What follows belongs to an exercise in optimizing a design on an open flow for small area; a production flow would make more cautious choices.
No functional check of the RTL was part of any run shown here.
Power figures rest on the tool's default switching activity, not on a simulated workload.

[design/flow/design.v]
module memory (clk_24, rst, rx, rx_in, adv, write_index, waiting, ascii, cur);
    input clk_24;
    input rst;
    input rx;                
    input [6:0] rx_in;
    input adv;               
    output reg [10:0] write_index;
    output waiting;          
    output [6:0] ascii;      
    output reg [6:0] cur;    
    reg [10:0] diff;
    reg [5:0] wptr, rptr;
    reg [3:0] rx_d;          
    reg pend;
    reg [6:0] d_in;
    reg [447:0] ring;        
    wire ins = pend && (wptr == 6'd63);
    wire [6:0] ring_in = ins ? d_in : ring[447:441];
    wire bypass = rx_d[3] && (diff[5:0] == 6'd1);
    assign waiting = (diff != {10'b0, |rx_d});
    assign ascii = bypass ? d_in : cur;
    always @(posedge clk_24)
    begin
        if (rst)
        begin
            write_index <= 11'd0;
            diff <= 11'd0;
            rx_d <= 4'd0;
            wptr <= 6'd63;
            rptr <= 6'd0;
        end
        else
        begin
            write_index <= write_index + rx;
            if (rx && !adv)
                diff <= diff + 1'b1;
            else if (adv && !rx)
                diff <= diff - 1'b1;
            rx_d <= {rx_d[2:0], rx};
            wptr <= wptr + {rx, ~rx};
            rptr <= rptr + {adv, ~adv};
        end
    end
    always @(posedge clk_24)
    begin
        pend <= rx || (pend && !ins);
        if (rx)
            d_in <= rx_in;
        if (bypass)
            cur <= d_in;
        else if ((rptr == 6'd63) && !(|rx_d))
            cur <= ring_in;
    end
    always @(posedge clk_24)
        ring <= {ring[440:0], ring_in};
endmodule
module morse(ascii_in, out, len);
    input [6:0] ascii_in;
    output reg [6:0] out;
    output reg [2:0] len;
    always @*
        case (ascii_in)
            7'd32: {out, len} = {7'b0000000, 3'd1};
            7'd33: {out, len} = {7'b0110101, 3'd6};
            7'd34: {out, len} = {7'b0010010, 3'd6};
            7'd36: {out, len} = {7'b1001000, 3'd7};
            7'd38: {out, len} = {7'b0000010, 3'd5};
            7'd39: {out, len} = {7'b0011110, 3'd6};
            7'd40: {out, len} = {7'b0001101, 3'd5};
            7'd41: {out, len} = {7'b0101101, 3'd6};
            7'd43: {out, len} = {7'b0001010, 3'd5};
            7'd44: {out, len} = {7'b0110011, 3'd6};
            7'd45: {out, len} = {7'b0100001, 3'd6};
            7'd46: {out, len} = {7'b0101010, 3'd6};
            7'd47: {out, len} = {7'b0001001, 3'd5};
            7'd48: {out, len} = {7'b0011111, 3'd5};
            7'd49: {out, len} = {7'b0011110, 3'd5};
            7'd50: {out, len} = {7'b0011100, 3'd5};
            7'd51: {out, len} = {7'b0011000, 3'd5};
            7'd52: {out, len} = {7'b0010000, 3'd5};
            7'd53: {out, len} = {7'b0000000, 3'd5};
            7'd54: {out, len} = {7'b0000001, 3'd5};
            7'd55: {out, len} = {7'b0000011, 3'd5};
            7'd56: {out, len} = {7'b0000111, 3'd5};
            7'd57: {out, len} = {7'b0001111, 3'd5};
            7'd58: {out, len} = {7'b0000111, 3'd6};
            7'd59: {out, len} = {7'b0010101, 3'd6};
            7'd61: {out, len} = {7'b0010001, 3'd5};
            7'd63: {out, len} = {7'b0001100, 3'd6};
            7'd64: {out, len} = {7'b0010110, 3'd6};
            7'd65: {out, len} = {7'b0000010, 3'd2};
            7'd66: {out, len} = {7'b0000001, 3'd4};
            7'd67: {out, len} = {7'b0000101, 3'd4};
            7'd68: {out, len} = {7'b0000001, 3'd3};
            7'd69: {out, len} = {7'b0000000, 3'd1};
            7'd70: {out, len} = {7'b0000100, 3'd4};
            7'd71: {out, len} = {7'b0000011, 3'd3};
            7'd72: {out, len} = {7'b0000000, 3'd4};
            7'd73: {out, len} = {7'b0000000, 3'd2};
            7'd74: {out, len} = {7'b0001110, 3'd4};
            7'd75: {out, len} = {7'b0000101, 3'd3};
            7'd76: {out, len} = {7'b0000010, 3'd4};
            7'd77: {out, len} = {7'b0000011, 3'd2};
            7'd78: {out, len} = {7'b0000001, 3'd2};
            7'd79: {out, len} = {7'b0000111, 3'd3};
            7'd80: {out, len} = {7'b0000110, 3'd4};
            7'd81: {out, len} = {7'b0001011, 3'd4};
            7'd82: {out, len} = {7'b0000010, 3'd3};
            7'd83: {out, len} = {7'b0000000, 3'd3};
            7'd84: {out, len} = {7'b0000001, 3'd1};
            7'd85: {out, len} = {7'b0000100, 3'd3};
            7'd86: {out, len} = {7'b0001000, 3'd4};
            7'd87: {out, len} = {7'b0000110, 3'd3};
            7'd88: {out, len} = {7'b0001001, 3'd4};
            7'd89: {out, len} = {7'b0001101, 3'd4};
            7'd90: {out, len} = {7'b0000011, 3'd4};
            7'd95: {out, len} = {7'b0101100, 3'd6};
            7'd97: {out, len} = {7'b0000010, 3'd2};
            7'd98: {out, len} = {7'b0000001, 3'd4};
            7'd99: {out, len} = {7'b0000101, 3'd4};
            7'd100: {out, len} = {7'b0000001, 3'd3};
            7'd101: {out, len} = {7'b0000000, 3'd1};
            7'd102: {out, len} = {7'b0000100, 3'd4};
            7'd103: {out, len} = {7'b0000011, 3'd3};
            7'd104: {out, len} = {7'b0000000, 3'd4};
            7'd105: {out, len} = {7'b0000000, 3'd2};
            7'd106: {out, len} = {7'b0001110, 3'd4};
            7'd107: {out, len} = {7'b0000101, 3'd3};
            7'd108: {out, len} = {7'b0000010, 3'd4};
            7'd109: {out, len} = {7'b0000011, 3'd2};
            7'd110: {out, len} = {7'b0000001, 3'd2};
            7'd111: {out, len} = {7'b0000111, 3'd3};
            7'd112: {out, len} = {7'b0000110, 3'd4};
            7'd113: {out, len} = {7'b0001011, 3'd4};
            7'd114: {out, len} = {7'b0000010, 3'd3};
            7'd115: {out, len} = {7'b0000000, 3'd3};
            7'd116: {out, len} = {7'b0000001, 3'd1};
            7'd117: {out, len} = {7'b0000100, 3'd3};
            7'd118: {out, len} = {7'b0001000, 3'd4};
            7'd119: {out, len} = {7'b0000110, 3'd3};
            7'd120: {out, len} = {7'b0001001, 3'd4};
            7'd121: {out, len} = {7'b0001101, 3'd4};
            7'd122: {out, len} = {7'b0000011, 3'd4};
            default: {out, len} = 10'd0;
        endcase
endmodule
module audio(clk_24, rst, vol, speaker);
    input clk_24;
    input rst;
    input vol;
    output speaker;
    reg down_freq;
    reg [4:0] count;
    assign speaker = vol & down_freq;
    always @(posedge clk_24)
        if (rst)
        begin
            count <= 5'd0;
            down_freq <= 1'b0;
        end
        else if (count == 5'd24)
        begin
            count <= 5'd0;
            down_freq <= ~down_freq;
        end
        else
            count <= count + 1'b1;
endmodule
module rxuart(i_clk, i_reset, i_uart_rx, o_wr, o_data, o_busy);
    input  wire       i_clk, i_reset;
    input  wire       i_uart_rx;
    output wire       o_wr;
    output reg  [6:0] o_data;
    output wire       o_busy;
    localparam [3:0] S_STOP   = 4'b1000,
                     S_RI     = 4'b1001,    
                     S_RI_P   = 4'b1011,    
                     S_RI2    = 4'b1101,    
                     S_RI2_P  = 4'b1111,    
                     S_IDLE   = 4'b1100,
                     S_IDLE_P = 4'b1110,    
                     S_IDLE_W = 4'b1010;    
    reg q_uart, qq_uart, ck_uart;
    always @(posedge i_clk)
    begin
        q_uart <= i_uart_rx;
        qq_uart <= q_uart;
        ck_uart <= qq_uart;
    end
    reg [3:0] state;
    reg [7:0] counter;
    wire in_frame = !state[3] || (state == S_STOP);
    wire zero_baud_counter = (counter[2:0] == 3'd0);
    wire start = (state == S_IDLE) && !ck_uart && (counter[7:2] != 6'd0);
    wire synch = counter[7] && ck_uart;
    always @(posedge i_clk)
        if (i_reset)
            counter <= 8'd0;
        else if (start)
            counter <= 8'd7;
        else if (in_frame && !((state == S_STOP) && zero_baud_counter))
            counter[2:0] <= counter[2:0] - 1'b1;
        else if (qq_uart != ck_uart)
            counter <= 8'd0;
        else if (!counter[7])
            counter <= counter + 1'b1;
    always @(posedge i_clk)
        if (i_reset)
            state <= S_RI;
        else case (state)
            S_RI:     if (synch) state <= S_RI2;
            S_RI_P:   if (synch) state <= S_RI2_P;
            S_RI2:    state <= S_IDLE;
            S_RI2_P:  state <= S_IDLE_P;
            S_IDLE_P: state <= S_IDLE_W;
            S_IDLE_W: state <= S_IDLE;
            S_IDLE:   if (start) state <= 4'd0;
            S_STOP:   if (zero_baud_counter)
                          state <= ck_uart ? S_IDLE_P : S_RI_P;
            default:  if (zero_baud_counter)
                          state <= state + 1'b1;
        endcase
    always @(posedge i_clk)
        if (zero_baud_counter && !state[3] && (state[2:0] != 3'd7))
            o_data <= { ck_uart, o_data[6:1] };
    assign o_wr = (state == S_IDLE_W);
    assign o_busy = !((state == S_IDLE) || (state == S_IDLE_P) || (state == S_IDLE_W));
endmodule
module top(clk_24, rst_n, led, audio_out, uart_rx, uart_tx, write_index);
    input uart_rx;
    input rst_n;
    output [0:2] led;
    output audio_out;
    output [10:0] write_index;
    output uart_tx;
    input clk_24;
    wire rst = ~rst_n;
    wire recieved;
    wire [6:0] rx_serial;
    wire is_rx;
    rxuart r1(clk_24, rst, uart_rx, recieved, rx_serial, is_rx);
    reg [7:0] count;
    wire tick = (count == 8'd249);
    reg [2:0] morse_index;
    reg out_val;
    reg [1:0] repeat_time;
    reg tx_go;
    reg [6:0] to_tx;
    wire waiting;
    wire [6:0] ascii;
    wire [6:0] ascii_prev;
    wire [6:0] morse_value;
    wire [2:0] morse_len;
    wire [7:0] morse_value_ext = {1'b0, morse_value};
    wire play = tick && (repeat_time == 2'd0) && waiting;
    wire next_char = play && (morse_index == morse_len);
    memory mem1(clk_24, rst, recieved, rx_serial, next_char, write_index,
                waiting, ascii, ascii_prev);
    morse m1(ascii_prev, morse_value, morse_len);
    audio a1(clk_24, rst, out_val, audio_out);
    wire is_tx;
    txuart t1(clk_24, rst, count, tx_go, to_tx, uart_tx, is_tx);
    assign led = {~out_val, ~is_rx, ~is_tx};
    always @(posedge clk_24)
        if (tick)
            to_tx <= ascii;
    always @(posedge clk_24)
    begin
        if (rst)
        begin
            count <= 8'hff;
            tx_go <= 1'b0;
            morse_index <= 3'd0;
            out_val <= 1'b0;
            repeat_time <= 2'd0;
        end
        else if (tick)
        begin
            count <= 8'hff;
            tx_go <= 1'b0;
            if (play)
            begin
                if (morse_index == morse_len)
                begin
                    morse_index <= 3'd0;
                    repeat_time <= 2'd3;
                    out_val <= 1'b0;
                end
                else if (out_val)
                begin
                    out_val <= 1'b0;
                    repeat_time <= 2'd1;
                end
                else
                begin
                    if (morse_index == 3'd0)
                        tx_go <= 1'b1;
                    repeat_time <= morse_value_ext[morse_index] ? 2'd3 : 2'd1;
                    morse_index <= morse_index + 1'b1;
                    out_val <= (ascii != 7'd32);
                end
            end
            else
                repeat_time <= repeat_time - 1'b1;
        end
        else
            count <= count + 1'b1;
    end
endmodule
module txuart(i_clk, i_reset, i_cnt, i_go, i_data, o_uart_tx, o_busy);
    input  wire       i_clk, i_reset;
    input  wire [7:0] i_cnt;
    input  wire       i_go;      
    input  wire [6:0] i_data;
    output wire       o_uart_tx;
    output wire       o_busy;
    reg reset_wait;
    always @(posedge i_clk)
        if (i_reset)
            reset_wait <= 1'b1;
        else if (i_cnt == 8'd127)
            reset_wait <= 1'b0;
    wire [8:0] frame = {1'b0, i_data, 1'b0};
    wire lt72 = !i_cnt[7] && !(i_cnt[6] && (i_cnt[5:3] != 3'd0));
    wire lt79 = !i_cnt[7] && !(i_cnt[6] && ((i_cnt[5:4] != 2'd0) || (i_cnt[3:0] == 4'hf)));
    wire in_frame = i_go && lt72;
    assign o_uart_tx = !in_frame || frame[i_cnt[6:3]];
    assign o_busy = reset_wait || (i_go && lt79);
endmodule
[design/flow/run.sh]
#!/bin/bash
# synth_recipe.tcl (not shown) runs the flow's synth.tcl, then flattens the netlist and writes it again
# the make line also repeats each setting of config.mk as NAME=value (left out here)
make -C /OpenROAD-flow-scripts/flow DESIGN_CONFIG=/design/flow/config.mk WORK_HOME=/design/flow/orfs CLKGATE_MAP_FILE= SYNTH_SCRIPT=/design/flow/synth_recipe.tcl finish
[design/flow/config.mk]
export PLATFORM = sky130hd
export DESIGN_NAME = top
export DESIGN_NICKNAME = top
export VERILOG_FILES = /design/flow/design.v
export SDC_FILE = /design/flow/constraint.sdc
export NUM_CORES = 4
export LEC_CHECK = 0
export ABC_AREA = 1
export CAP_MARGIN = 20
export CORE_MARGIN = 2
export CORE_UTILIZATION = 60
export CTS_BUF_LIST = sky130_fd_sc_hd__clkbuf_8
export CTS_CLUSTER_DIAMETER = 60
export CTS_CLUSTER_SIZE = 20
export PLACE_DENSITY = 0.75
export SLEW_MARGIN = 20
[design/flow/constraint.sdc]
create_clock -name core_clock -period 8.0 [get_ports {clk_24}]
set_input_delay 1.6000 -clock core_clock [delete_from_list [all_inputs] [get_ports {clk_24}]]
set_output_delay 1.6000 -clock core_clock [all_outputs]
set_load 0.01 [all_outputs]
==> flow_metrics.env, run 1 <==
export IMPL_status="finished clean"
export IMPL_clk_pin_slew_ns=0.11
export IMPL_synth_seq_cells=562
export IMPL_cp_end_kind="primary output"
export IMPL_grt_usage=0.181
export IMPL_syn_num_nets=1420
export IMPL_worst_path_largest_cell_delay_ns=0.55
export IMPL_pwr_share_comb=0.096
export IMPL_rsz0062_at_grt="false"
export IMPL_setup_ws_ns=4.04
export IMPL_min_path_cells=0
export IMPL_antenna_found_initial=0
export IMPL_critPathSlowestCell="clkdlybuf4s50_1"
export IMPL_place_congestion=0.895
export IMPL_cts_setup_buffers=0
export IMPL_stdcell_count=1761
export IMPL_max_freq_ghz=0.252
export IMPL_portBuffers=18
export IMPL_crit_top_cell="inv_1"
export IMPL_clock_latency_ns=0.58
export IMPL_power_switching_mw=1.19
export IMPL_crit_required_ns=6.40
export IMPL_ys_flop_type="dfxtp_1"
export IMPL_drt_drc_violations_left=0
export IMPL_async_reset_ff_frac=0
export IMPL_maxCapViolations=0
export IMPL_path_cells="inv_1 -> nor2_1 -> inv_1 -> nor2_1 -> buf_4 -> inv_1 -> nand2_1 -> clkdlybuf4s50_1"
export IMPL_yosysMostFrequentCell="dfxtp_1"
export IMPL_finalWirelength_um=24300
export IMPL_dp_hpwl_um=15700
export IMPL_layout_nets=1462
export IMPL_pwr_share_clk=0.268
export IMPL_core_area_um2=26000
export IMPL_intPower_mw=3.65
export IMPL_min_period_over_period=0.495
export IMPL_avgSynthCellArea_um2=11.5
export IMPL_die_area_um2=27700
export IMPL_diodes=0
export IMPL_hold_path_end="mem1.ring[8]$_DFF_P_"
export IMPL_core_rowCount=59
export IMPL_num_io_pins=19
export IMPL_fin_util=0.653
export IMPL_grt_max_degree=35
export IMPL_p_leak_nw=7.18
export IMPL_min_path_type="flop to flop"
export IMPL_routedWlPerCell_um=13.8
export IMPL_clock_sinks=562
export IMPL_antenna_left=0
export IMPL_yosys_area_top_type_share=0.676
export IMPL_hold_buffers=0
export IMPL_cts_max_path_buffers=3
export IMPL_htreeDepth=2
export IMPL_start_kind="flop"
export IMPL_maxSlewHeadroom=0.409
export IMPL_synth_top_area_cell="dfxtp_1"
export IMPL_drt_first_iter_violations=587
export IMPL_place_ws_ns=4.20
export IMPL_worstPathArrival_ns=2.36
export IMPL_seqPwrFrac=0.636
export IMPL_die_w_um=166
export IMPL_synth_distinct_cells=51
export IMPL_critical_path_class="flop to primary output"
export IMPL_area_growth_pct=7.28
export IMPL_reg2regPathDepth=18
export IMPL_yosys_warnings=6
export IMPL_numCtsBuffers=37
export IMPL_ys_top_cells_by_area="dfxtp_1 (68%), edfxtp_1 (5.3%), nand2_1 (4.7%)"
export IMPL_finalSetupViolations=0
export IMPL_fillers=1998
export IMPL_min_period_ns=3.96
export IMPL_synth_edff_count=28
export IMPL_finalClockSkew_ns=0.0326
export IMPL_layout_drive_gt1_share=0.0666
export IMPL_p_sw_frac=0.246
export IMPL_ys_seq_area_frac=0.729
export IMPL_reg2reg_slack_ns=4.14
export IMPL_cts_root_buf="clkbuf_8"
export IMPL_ir_drop_uv=217
export IMPL_slew_violations=0
export IMPL_die_height_um=166
export IMPL_grt_pass1_vias=8609
export IMPL_tightest_slew_ns=0.880
export IMPL_drt_pass1_iterations=5
export IMPL_power_density_nw_per_um2=285
export IMPL_grt_overflow=0
export IMPL_cts_tree="yes"
export IMPL_grt_pass1_wl_um=41600
export IMPL_hold_path_startpoint="mem1.ring[1]$_DFF_P_"
export IMPL_r2r_start="count[3]$_SDFF_PP1_"
export IMPL_critPathMaxFanout=12
export IMPL_finalSetupTns_ns=0
export IMPL_hold_violations=0
export IMPL_place_inst=1711
export IMPL_r2r_end="mem1.diff[8]$_SDFFE_PN0P_"
export IMPL_syn_area_um2=15800
export IMPL_synth_cells=1373
export IMPL_vias=8676
export IMPL_avgViaCountPerCell=4.93
export IMPL_start_util=0.608
export IMPL_synth_common_cells="dfxtp_1 (534), nand2_1 (199), inv_1 (127)"
export IMPL_cts_resized_gates=0
power by group through the flow:
stage,clock network [mW],registers (mW),logic [mW]
after floorplan,0,3.11,0.369
after global placement,0,3.14,0.446
after detailed placement,0,3.14,0.456
after CTS,1.35,3.08,0.462
after global routing,1.45,3.10,0.531
final,1.30,3.08,0.463
sequential cells by signal (all words and copies together) (netlist names), 8 cells and up:
signal	cells
mem1.ring	448
mem1.diff	11
mem1.write_index	11
count	8
r1.counter	8
layer usage:
| metal | global-route usage | vias to the layer above | part of all wire |
|---|---|---|---|
| li1 | - | 4476 | - |
| met1 | 0.262 | 3966 | 0.50 |
| met2 | 0.282 | 195 | 0.43 |
| met3 | 0.0341 | 39 | 0.047 |
| met4 | 0.0543 | 0 | 0.023 |
| met5 | 0 | - | 0 |
how the worst max path moves through the flow:
stage,slack [ns],end,startpoint
floorplan,4.87,mem1.diff[7]$_SDFFE_PN0P_,count[3]$_SDFF_PP1_
global placement,4.29,repeat_time[1]$_SDFFE_PN0P_,rst_n
detailed placement,4.20,count[2]$_SDFF_PP1_,rst_n
CTS,4.00,led[1],r1.state[3]$_SDFFE_PN1P_
global route,3.75,mem1.diff[8]$_SDFFE_PN0P_,count[3]$_SDFF_PP1_
finish,4.04,led[1],r1.state[3]$_SDFFE_PN1P_
logic make-up after synthesis:
kind of cell,count (synthesis),share of synthesized area
xor gates and xnor gates,22,0.0122
adders and majority gates,44,0.0362
DFF,562,0.729
and+or+nand+nor,455,0.134
AOI/OAI and AO/OA,140,0.0495
buffers and inverters,150,0.0392
per-stage QoR:
| step | cell area (um^2) | hold WS, ns | power (mW) |
|---|---|---|---|
| floorplan | 15800 | 0.310 | 3.48 |
| global placement | 16300 | 0.310 | 3.58 |
| detailed placement | 16300 | 0.312 | 3.60 |
| CTS | 17000 | 0.316 | 4.89 |
| global route | 17000 | 0.319 | 5.09 |
| finish | 17000 | 0.319 | 4.84 |
layout make-up:
type                            instances  area (um^2)  share of cell area
Timing Repair Buffer                   21          203              0.0119
Clock buffer                           38          523              0.0308
Inverter                              132          500              0.0295
Multi-Input combinational cell        661         3660               0.216
Sequential cell                       562        11500               0.680
Clock inverter                         12          126             0.00745
Tap cell                              335          419              0.0247
placed cells by master, fill, tap and decap left out, drive strengths merged, types with 2 or more instances in the layout:
cell type,n
a211oi,4
a21o,3
a21oi,53
a31oi,5
and2,6
and3,2
buf,3
clkbuf,38
clkdlybuf4s50,18
clkinv,2
clkinvlp,2
dfxtp,534
edfxtp,28
fa,3
ha,41
inv,139
nand2,218
nand3,79
nand4,21
nor2,102
nor3,18
nor3b,2
nor4,2
o2111ai,2
o211ai,6
o21ai,60
o22ai,2
or2,4
xnor2,9
xor2,13
worst max-delay path: cells and delay by family (launching register included):
kind	cells	cell delay [ns]
buffers and inverters	5	1.08
DFF	1	0.47
and+or+nand+nor	3	0.25
==> run 2, diff against run 1 <==
--- a/design/flow/config.mk
+++ b/design/flow/config.mk
@@ -9,8 +9,8 @@
 export CAP_MARGIN = 20
 export CORE_MARGIN = 2
 export CORE_UTILIZATION = 60
-export CTS_BUF_LIST = sky130_fd_sc_hd__clkbuf_8
-export CTS_CLUSTER_DIAMETER = 60
-export CTS_CLUSTER_SIZE = 20
+export CTS_BUF_LIST = sky130_fd_sc_hd__clkbuf_16
+export CTS_CLUSTER_DIAMETER = 100
+export CTS_CLUSTER_SIZE = 30
 export PLACE_DENSITY = 0.75
 export SLEW_MARGIN = 20
==> run 2 against run 1 <==
Effect of this change:
- still clean on timing, DRC and antenna
- fmax about the same
- synthesized area unchanged
- wire length increased by 0.72%
- design area decreased by 0.35%
- die area unchanged
- count of clock-buffer cells in the layout decreased by 16
- critical path type unchanged
- largest power group unchanged
==> flow_metrics.env, run 2 <==
export IMPL_rsz0062_at_grt="false"
export IMPL_drt_drc_violations_left=0
export IMPL_max_freq_ghz=0.253
export IMPL_synth_xor_area_frac=0.0122
export IMPL_crit_required_ns=6.40
export IMPL_pwr_share_clk=0.266
export IMPL_r2r_start="count[3]$_SDFF_PP1_"
export IMPL_die_height_um=166
export IMPL_synth_common_cells="dfxtp_1 (534), nand2_1 (199), inv_1 (127)"
export IMPL_start_kind="flop"
export IMPL_synth_top_family_by_area="simple AND/OR/NAND/NOR gates"
export IMPL_clock_sinks=562
export IMPL_finalSetupViolations=0
export IMPL_endpoint="led[1]"
export IMPL_min_period_ns=3.96
export IMPL_syn_area_um2=15800
export IMPL_final_cell_mix="dfxtp_1 (534), nand2_1 (199), inv_1 (131)"
export IMPL_portBuffers=18
export IMPL_grt_max_degree=35
export IMPL_grt_pass1_wl_um=41500
export IMPL_grt_usage=0.180
export IMPL_fillers=1986
export IMPL_start_util=0.608
export IMPL_htreeDepth=1
export IMPL_layout_nets=1447
export IMPL_crit_cells=8
export IMPL_cts_tree="yes"
export IMPL_yosys_area_top_type_share=0.676
export IMPL_seqPwrFrac=0.639
export IMPL_cts_resized_gates=0
export IMPL_hold_path_startpoint="mem1.ring[373]$_DFF_P_"
export IMPL_cts_root_buf="clkbuf_16"
export IMPL_synth_edff_count=28
export IMPL_slew_violations=0
export IMPL_synthSimpleGateAreaFrac=0.134
export IMPL_finalSetupTns_ns=0
export IMPL_critical_path_class="flop to primary output"
export IMPL_mostFrequentLayoutCell="dfxtp_1"
export IMPL_power_switching_mw=1.16
export IMPL_top_register="mem1.ring"
export IMPL_layout_drive_gt1_share=0.0506
export IMPL_num_io_pins=19
export IMPL_diodes=0
export IMPL_startpoint="r1.state[3]$_SDFFE_PN1P_"
export IMPL_status="finished clean"
export IMPL_worstPathArrival_ns=2.36
export IMPL_async_reset_ff_frac=0
export IMPL_ys_top_cells_by_area="dfxtp_1 (68%), edfxtp_1 (5.3%), nand2_1 (4.7%)"
export IMPL_numCtsBuffers=22
export IMPL_tightest_slew_ns=0.893
export IMPL_stdcell_count=1739
export IMPL_avgViaCountPerCell=4.93
export IMPL_multiInputGateArea_um2=3660
export IMPL_maxCapViolations=0
export IMPL_yosysMostFrequentCell="dfxtp_1"
export IMPL_crit_top_cell="inv_1"
export IMPL_syn_num_nets=1420
export IMPL_ys_flop_type="dfxtp_1"
export IMPL_vias=8567
export IMPL_drt_pass1_iterations=5
export IMPL_clk_pin_slew_ns=0.11
export IMPL_cts_setup_buffers=0
export IMPL_largestRegisters="mem1.ring: 448 flops, mem1.diff: 11 flops, mem1.write_index: 11 flops"
export IMPL_holdWs_ns=0.318
export IMPL_synthMuxAreaShare=0
export IMPL_core_rowCount=59
export IMPL_synth_compound_gate_area_share=0.0495
export IMPL_synth_cells=1373
export IMPL_ir_drop_uv=218
export IMPL_grt_pass1_vias=8457
export IMPL_die_w_um=166
export IMPL_antenna_found_initial=0
export IMPL_clock_latency_ns=0.55
export IMPL_synth_distinct_cells=51
export IMPL_grt_overflow=0
export IMPL_dp_hpwl_um=15700
export IMPL_maxSlewHeadroom=0.400
export IMPL_wl_met3_um=992
export IMPL_maxUsedRoutingLayer="met4"
export IMPL_intPower_mw=3.67
export IMPL_finalWirelength_um=24500
export IMPL_finalClockSkew_ns=0.0192
export IMPL_cts_max_path_buffers=3
export IMPL_min_path_type="flop to flop"
export IMPL_place_inst=1711
export IMPL_total_power_mw=4.83
export IMPL_r2r_end="mem1.diff[7]$_SDFFE_PN0P_"
export IMPL_crit_family="buffers and inverters"
export IMPL_ys_seq_area_frac=0.729
export IMPL_pwr_share_comb=0.096
export IMPL_path_cells="inv_1 -> nor2_1 -> inv_1 -> nor2_1 -> buf_4 -> inv_1 -> nand2_1 -> clkdlybuf4s50_1"
export IMPL_die_area_um2=27700
export IMPL_critPathSlowestCell="clkdlybuf4s50_1"
export IMPL_core_area_um2=26000
export IMPL_met2RoutedLength_um=10600
export IMPL_place_congestion=0.895
export IMPL_yosys_warnings=6
export IMPL_drt_first_iter_violations=628
export IMPL_reg2reg_slack_ns=4.13
export IMPL_reg2regPathDepth=18
export IMPL_avgSynthCellArea_um2=11.5
export IMPL_area_growth_pct=6.91
export IMPL_p_sw_frac=0.240
export IMPL_cp_end_kind="primary output"
export IMPL_largest_reg_flops=448
export IMPL_antenna_left=0
export IMPL_power_density_nw_per_um2=285
export IMPL_hold_violations=0
export IMPL_synth_top_area_cell="dfxtp_1"
export IMPL_min_period_over_period=0.495
export IMPL_path_buf_inv=5
export IMPL_synth_seq_cells=562
export IMPL_synth_fa_ha_area_frac=0.0362
export IMPL_routedWlPerCell_um=14.1
export IMPL_wl_met1_um=12300
export IMPL_critPathMaxFanout=12
export IMPL_p_leak_nw=7.15
export IMPL_hold_buffers=0
export IMPL_worst_path_largest_cell_delay_ns=0.55
export IMPL_seq_area_um2=11500
==> run 2: cell count changes in the layout (fill, tap and decap cells not counted) <==
cell	previous run	this run
bufinv_16	1	0
clkbuf_16	0	22
clkbuf_8	38	0
clkinvlp_4	2	0
inv_1	129	131
inv_6	4	1
inv_8	2	0
==> run 2: cell families (layout without fill, tap and decap cells) <==
| family | Yosys count | after routing |
|---|---|---|
| compound gates | 140 | 140 |
| xor+xnor | 22 | 22 |
| fa+ha+maj | 44 | 44 |
| buf+inv | 150 | 181 |
| flops | 562 | 562 |
| simple gates | 455 | 455 |
==> run 2: final cells by class <==
| cell class | count | area share |
|---|---|---|
| inverter | 132 | 0.0296 |
| tap | 335 | 0.0248 |
| clock buffer | 22 | 0.0326 |
| timing repair buffer | 21 | 0.0120 |
| sequential | 562 | 0.682 |
| clock inverter | 6 | 0.00237 |
| multi-input combinational | 661 | 0.217 |
==> run 2: power by group through the flow <==
stage	sequential [mW]	combinational (mW)	clock (mW)
finish	3.08	0.463	1.28
global route	3.10	0.532	1.41
CTS	3.08	0.463	1.31
detailed placement	3.14	0.456	0
global placement	3.14	0.446	0
floorplan	3.11	0.369	0
==> run 2: per-layer routing <==
layer  track usage  vias up
met4        0.0506        0
li1              -     4434
met2         0.282      161
met5             0        -
met1         0.264     3927
met3        0.0248       45
==> run 2: metrics by stage <==
step	instance area, um^2	setup slack (ns)	utilization
floorplan	15800	4.87	-
global placement	16300	4.29	0.628
detailed placement	16300	4.20	0.628
CTS	16900	4.01	0.651
global route	16900	3.66	0.651
finish	16900	4.04	0.651
==> run 2: worst min-delay path by stage <==
stage,end,slack (ns),cells after the start
finish,mem1.ring[380]$_DFF_P_,0.32,0
global route,mem1.ring[380]$_DFF_P_,0.33,0
CTS,mem1.ring[380]$_DFF_P_,0.31,0
detailed placement,mem1.ring[113]$_DFF_P_,0.31,0
global placement,mem1.ring[8]$_DFF_P_,0.31,0
floorplan,mem1.ring[100]$_DFF_P_,0.31,0

-- afterwards: timing with drivers on the ports --
In the flow no input, the clock included, has a driving cell. The finished layouts below were timed again as built, in two steps.
Step 1: set_driving_cell puts a clkbuf_16 on clk_24 and a buf_2 on each other input, an assumption about the parent block.
Step 2, shift: input delay + t, output delay - t, t = (earliest + latest rising clock arrival at the registers) / 2. This alone moves slack from input paths to output paths.
Three values: ideal ports, drivers, drivers and shift; two values: the first two.
| run | t, ns | setup slack, ns | latest minus earliest clock arrival (ns) | worst register clock-pin slew, ns | cell pins on the clock port's net |
|---|---|---|---|---|---|
| run 1 | 0.608 | 4.039 / 3.992 / 4.143 | 0.040 / 0.040 | 0.12 / 0.12 | 1 |
| run 2 | 0.589 | 4.041 / 3.991 / 4.129 | 0.029 / 0.029 | 0.12 / 0.12 | 1 |
After both steps setup and hold are still met in every run listed.
